Source: an optimization exercise on an open RTL-to-GDS flow (aim: small area). Production flows keep margins and buffers that such runs may drop.
Power figures rest on the tool's default switching activity, not on a simulated workload.

==> flow/design.v (excerpt) <==
module timer_top (sys_clk, sys_rst_n, tim_psel, tim_pwrite, tim_penable, tim_paddr, tim_pwdata, tim_prdata, tim_pstrb, tim_pready, tim_pslverr, tim_int, dbg_mode);
	input wire sys_clk, sys_rst_n;
	input wire tim_psel, tim_pwrite, tim_penable, dbg_mode;
	input wire [11:0] tim_paddr;
	input wire [31:0] tim_pwdata;
	input wire [3:0] tim_pstrb;
	output wire [31:0] tim_prdata;
	output wire tim_pready, tim_pslverr, tim_int;
	reg acc;
	always @(posedge sys_clk or negedge sys_rst_n)
		if (!sys_rst_n) acc <= 1'b0;
		else            acc <= tim_psel & tim_penable & ~acc;
	wire wr = acc &  tim_pwrite;
	wire rd = acc & ~tim_pwrite;
	wire [31:0] wdata = tim_pwdata;
	wire [3:0]  strb  = tim_pstrb;
	wire a_ok   = (tim_paddr[11:5] == 7'd0) && (tim_paddr[1:0] == 2'd0);
	wire [2:0] ai = tim_paddr[4:2];
	wire is_tcr   = a_ok && (ai == 3'd0);
	wire is_tdr0  = a_ok && (ai == 3'd1);
	wire is_tdr1  = a_ok && (ai == 3'd2);
	wire is_tcmp0 = a_ok && (ai == 3'd3);
	wire is_tcmp1 = a_ok && (ai == 3'd4);
	wire is_tier  = a_ok && (ai == 3'd5);
	wire is_tisr  = a_ok && (ai == 3'd6);
	wire is_thcsr = a_ok && (ai == 3'd7);
	reg timer_en, div_en;
	reg [3:0] div_val;
	reg int_en, halt_req, int_st;
	reg [31:0] tcmp0, tcmp1;
	reg [31:0] tdr0, tdr1;
	reg [63:0] cnt;
	reg load_back, tdr_wr_en, cnt_clr, int_clr;
	reg int_st_q, halt_ack, halt_ack_q, timer_en_q, cnt_en, rst_q;
	reg [7:0] cnt_div;
	wire tcr_wr = wr & is_tcr;
	wire err_div_val = strb[1] & (wdata[11:8] > 4'd8);
	wire err_run = timer_en & ((strb[0] & (wdata[1] != div_en)) | (strb[1] & (wdata[11:8] != div_val)));
	wire error_res = tcr_wr & (err_div_val | err_run);
	always @(posedge sys_clk or negedge sys_rst_n) begin
		if (!sys_rst_n) begin
			timer_en <= 1'b0;
			div_en   <= 1'b0;
			div_val  <= 4'd1;
			int_en   <= 1'b0;
			halt_req <= 1'b0;
		end else begin
			if (tcr_wr & ~error_res & strb[0]) begin
				timer_en <= wdata[0];
				div_en   <= wdata[1];
			end
			if (tcr_wr & ~error_res & strb[1])
				div_val <= wdata[11:8];
			if (wr & is_tier & strb[0])
				int_en <= wdata[0];
			if (wr & is_thcsr & strb[0])
				halt_req <= wdata[0];
		end
	end
	genvar b;
  ...
==> module timer_top, before the edit <==
module timer_top (sys_clk, sys_rst_n, tim_psel, tim_pwrite, tim_penable, tim_paddr, tim_pwdata, tim_prdata, tim_pstrb, tim_pready, tim_pslverr, tim_int, dbg_mode);
	input wire sys_clk, sys_rst_n;
	input wire tim_psel, tim_pwrite, tim_penable, dbg_mode;
	input wire [11:0] tim_paddr;
	input wire [31:0] tim_pwdata;
	input wire [3:0] tim_pstrb;
	output wire [31:0] tim_prdata;
	output wire tim_pready, tim_pslverr, tim_int;
	reg acc;
	always @(posedge sys_clk or negedge sys_rst_n)
		if (!sys_rst_n) acc <= 1'b0;
		else            acc <= tim_psel & tim_penable & ~acc;
	wire wr = acc &  tim_pwrite;
	wire rd = acc & ~tim_pwrite;
	wire [31:0] wdata = tim_pwdata;
	wire [3:0]  strb  = tim_pstrb;
	wire a_ok   = (tim_paddr[11:5] == 7'd0) && (tim_paddr[1:0] == 2'd0);
	wire [2:0] ai = tim_paddr[4:2];
	wire is_tcr   = a_ok && (ai == 3'd0);
	wire is_tdr0  = a_ok && (ai == 3'd1);
	wire is_tdr1  = a_ok && (ai == 3'd2);
	wire is_tcmp0 = a_ok && (ai == 3'd3);
	wire is_tcmp1 = a_ok && (ai == 3'd4);
	wire is_tier  = a_ok && (ai == 3'd5);
	wire is_tisr  = a_ok && (ai == 3'd6);
	wire is_thcsr = a_ok && (ai == 3'd7);
	reg timer_en, div_en;
	reg [3:0] div_val;
	reg int_en, halt_req, int_st;
	reg [31:0] tcmp0, tcmp1;
	reg [31:0] tdr0, tdr1;
	reg [63:0] cnt;
	reg load_back, tdr_wr_en, cnt_clr, int_clr;
	reg int_st_q, halt_ack, halt_ack_q, timer_en_q, cnt_en, rst_q;
	reg [7:0] cnt_div;
	wire tcr_wr = wr & is_tcr;
	wire err_div_val = strb[1] & (wdata[11:8] > 4'd8);
	wire err_run = timer_en & ((strb[0] & (wdata[1] != div_en)) | (strb[1] & (wdata[11:8] != div_val)));
	wire error_res = tcr_wr & (err_div_val | err_run);
	always @(posedge sys_clk or negedge sys_rst_n) begin
		if (!sys_rst_n) begin
			timer_en <= 1'b0;
			div_en   <= 1'b0;
			div_val  <= 4'd1;
			int_en   <= 1'b0;
			halt_req <= 1'b0;
		end else begin
			if (tcr_wr & ~error_res & strb[0]) begin
				timer_en <= wdata[0];
				div_en   <= wdata[1];
			end
			if (tcr_wr & ~error_res & strb[1])
				div_val <= wdata[11:8];
			if (wr & is_tier & strb[0])
				int_en <= wdata[0];
			if (wr & is_thcsr & strb[0])
				halt_req <= wdata[0];
		end
	end
	genvar b;
	generate for (b = 0; b < 4; b = b + 1) begin : g_cmp
		always @(posedge sys_clk) begin
			if (!sys_rst_n) begin
				tcmp0[8*b+7:8*b] <= 8'hFF;
				tcmp1[8*b+7:8*b] <= 8'hFF;
			end else begin
				if (wr & is_tcmp0 & strb[b]) tcmp0[8*b+7:8*b] <= wdata[8*b+7:8*b];
				if (wr & is_tcmp1 & strb[b]) tcmp1[8*b+7:8*b] <= wdata[8*b+7:8*b];
			end
		end
	end endgenerate
	wire tdr_wr = wr & (is_tdr0 | is_tdr1);
	wire tdr_lb = load_back & ~tdr_wr;
	generate for (b = 0; b < 4; b = b + 1) begin : g_tdr
		always @(posedge sys_clk) begin
			if (wr & is_tdr0 & strb[b])  tdr0[8*b+7:8*b] <= wdata[8*b+7:8*b];
			else if (tdr_lb)             tdr0[8*b+7:8*b] <= cnt[8*b+7:8*b];
			if (wr & is_tdr1 & strb[b])  tdr1[8*b+7:8*b] <= wdata[8*b+7:8*b];
			else if (tdr_lb)             tdr1[8*b+7:8*b] <= cnt[32+8*b+7:32+8*b];
		end
	end endgenerate
	always @(posedge sys_clk) begin
		tdr_wr_en  <= tdr_wr;
		cnt_clr    <= tcr_wr & strb[0] & timer_en & ~wdata[0];
		int_clr    <= wr & is_tisr & int_st & wdata[0] & strb[0];
		int_st_q   <= int_st;
		halt_ack   <= dbg_mode & halt_req;
		halt_ack_q <= halt_ack;
		timer_en_q <= timer_en;
		rst_q      <= ~sys_rst_n;
	end
	localparam NB = 64 / 32;
	wire [NB-1:0] blk_ones;
	wire [NB:0]   blk_c;
	wire [63:0]   inc_c;
	assign blk_c[0] = cnt_en;
	genvar gi, gj;
	generate for (gi = 0; gi < NB; gi = gi + 1) begin : g_blk
		assign blk_ones[gi] = &cnt[32*gi +: 32];
		assign blk_c[gi+1]  = blk_c[gi] & blk_ones[gi];
		assign inc_c[32*gi] = blk_c[gi];
		for (gj = 1; gj < 32; gj = gj + 1) begin : g_bit
			assign inc_c[32*gi+gj] = inc_c[32*gi+gj-1] & cnt[32*gi+gj-1];
		end
	end endgenerate
	wire all_ones = &blk_ones;
	wire cnt_zero = cnt_clr | all_ones | ~sys_rst_n;
	always @(posedge sys_clk) begin
		if (cnt_zero) begin
			cnt       <= 64'd0;
			load_back <= 1'b1;
		end else if (tdr_wr_en) begin
			cnt       <= {tdr1, tdr0};
			load_back <= 1'b0;
		end else begin
			cnt <= cnt ^ inc_c;
			load_back <= cnt_en;
		end
	end
	wire en_rise = timer_en & ~timer_en_q;
	wire no_div  = ~div_en | (div_val == 4'd0);
	wire [7:0] div_mask = ~(8'hFF << div_val);
	wire div_term = ((cnt_div | ~div_mask) == 8'hFF);
	always @(posedge sys_clk) begin
		if (!timer_en) begin
			cnt_en  <= 1'b0;
			cnt_div <= 8'd0;
		end else if (halt_ack) begin
			cnt_en  <= 1'b0;
		end else if (no_div | en_rise | div_term) begin
			cnt_en  <= ~en_rise;
			cnt_div <= 8'd0;
		end else begin
			cnt_en  <= 1'b0;
			cnt_div <= cnt_div + 8'd1;
		end
	end
	wire cmp_hit = ~(|({tdr1, tdr0} ^ {tcmp1, tcmp0})) & ~rst_q;
	always @(posedge sys_clk or negedge sys_rst_n)
		if (!sys_rst_n)   int_st <= 1'b0;
		else if (int_clr) int_st <= 1'b0;
		else if (cmp_hit) int_st <= 1'b1;
	assign tim_int = int_en & int_st;
	reg [31:0] rdata;
	always @(*) begin
		rdata = 32'd0;
		if (a_ok)
			case (ai)
				3'd0: rdata = {20'd0, div_val, 6'd0, div_en, timer_en};
				3'd1: rdata = tdr0;
				3'd2: rdata = tdr1;
				3'd3: rdata = tcmp0;
				3'd4: rdata = tcmp1;
				3'd5: rdata = {31'd0, int_en};
				3'd6: rdata = {31'd0, int_st_q};
				3'd7: rdata = {30'd0, halt_ack_q, halt_req};
			endcase
	end
	assign tim_prdata  = rd ? rdata : 32'd0;
	assign tim_pready  = acc;
	assign tim_pslverr = error_res;
endmodule
Settings: LEC_CHECK=0, CAP_MARGIN=20, CORE_MARGIN=2, CORE_UTILIZATION=40, SLEW_MARGIN=20; clock period 7.0 ns.
standard.sh (not shown) runs the stock make flow with config.mk's settings and CLKGATE_MAP_FILE= SYNTH_SCRIPT=/design/flow/synth_recipe.tcl, a recipe that flattens the netlist after the stock synthesis.
==> flow/flow/run.sh <==
#!/bin/bash
# Standard ORFS layout with two changes: ports get sky130_fd_sc_hd__buf_1
# buffers, and CTS uses small clock buffers without dummy loads.
set -euo pipefail
export BUFFER_PORTS_ARGS="-buffer_cell sky130_fd_sc_hd__buf_1"
export CTS_ARGS="-sink_clustering_enable -repair_clock_nets -dont_use_dummy_load -buf_list sky130_fd_sc_hd__clkbuf_2 -sink_clustering_size 20"
bash standard.sh > standard.log 2>&1
Change:
--- a/flow/design.v
+++ b/flow/design.v
@@ -89,18 +89,18 @@
 		timer_en_q <= timer_en;
 		rst_q      <= ~sys_rst_n;
 	end
-	localparam NB = 64 / 32;
+	localparam NB = 64 / 8;
 	wire [NB-1:0] blk_ones;
 	wire [NB:0]   blk_c;
 	wire [63:0]   inc_c;
 	assign blk_c[0] = cnt_en;
 	genvar gi, gj;
 	generate for (gi = 0; gi < NB; gi = gi + 1) begin : g_blk
-		assign blk_ones[gi] = &cnt[32*gi +: 32];
+		assign blk_ones[gi] = &cnt[8*gi +: 8];
 		assign blk_c[gi+1]  = blk_c[gi] & blk_ones[gi];
-		assign inc_c[32*gi] = blk_c[gi];
-		for (gj = 1; gj < 32; gj = gj + 1) begin : g_bit
-			assign inc_c[32*gi+gj] = inc_c[32*gi+gj-1] & cnt[32*gi+gj-1];
+		assign inc_c[8*gi] = blk_c[gi];
+		for (gj = 1; gj < 8; gj = gj + 1) begin : g_bit
+			assign inc_c[8*gi+gj] = inc_c[8*gi+gj-1] & cnt[8*gi+gj-1];
 		end
 	end endgenerate
 	wire all_ones = &blk_ones;
Result:
- routed wire length fell by 6.3%
- worst hold slack is worse by 0.0036 ns
- clock-buffer cell count is higher by 2
- clock power came out higher by about 2%
- cell count is lower by 0.45%
- worst setup slack is better by 1.7 ns
- global-route usage drops by 1.8 points
- die area is higher by 0.36%
- flip-flop and latch count does not change
- sequential power is about the same
- first-iteration DRC count went down by 15%
No functional check of the RTL was part of any run of this note.

-- separate check: timing with driven ports --
In the flow no input, the clock included, has a driving cell. The finished layouts below were timed again as built, in two steps.
Step 1, drivers: a clkbuf_16 drives sys_clk and a buf_2 each remaining input, both assumed.
Step 2 adds t to the input delays and takes it off the output delays; t is the mean of the earliest and latest rising clock arrival at the registers after step 1. Input paths then give back, and output paths get back, about the clock's delay inside the block.
a / b / c = ideal / step 1 / step 2; a / b = the first two.
run	shift t [ns]	slack for setup (ns)	hold slack, ns	slew at the worst register clock pin (ns)	worst data-port slew with drivers (ns)
the first run	0.863	0.322 / 0.322 / 0.322	0.457 / 0.457 / 0.457	0.11 / 0.11	0.04
the second run	0.863	1.996 / 1.961 / 1.961	0.454 / 0.454 / 0.454	0.11 / 0.11	0.04
After both steps every run listed still meets setup and hold. For the second run, which loses most, drivers alone change the setup slack by -0.035 ns; drivers and shift together by -0.035 ns.
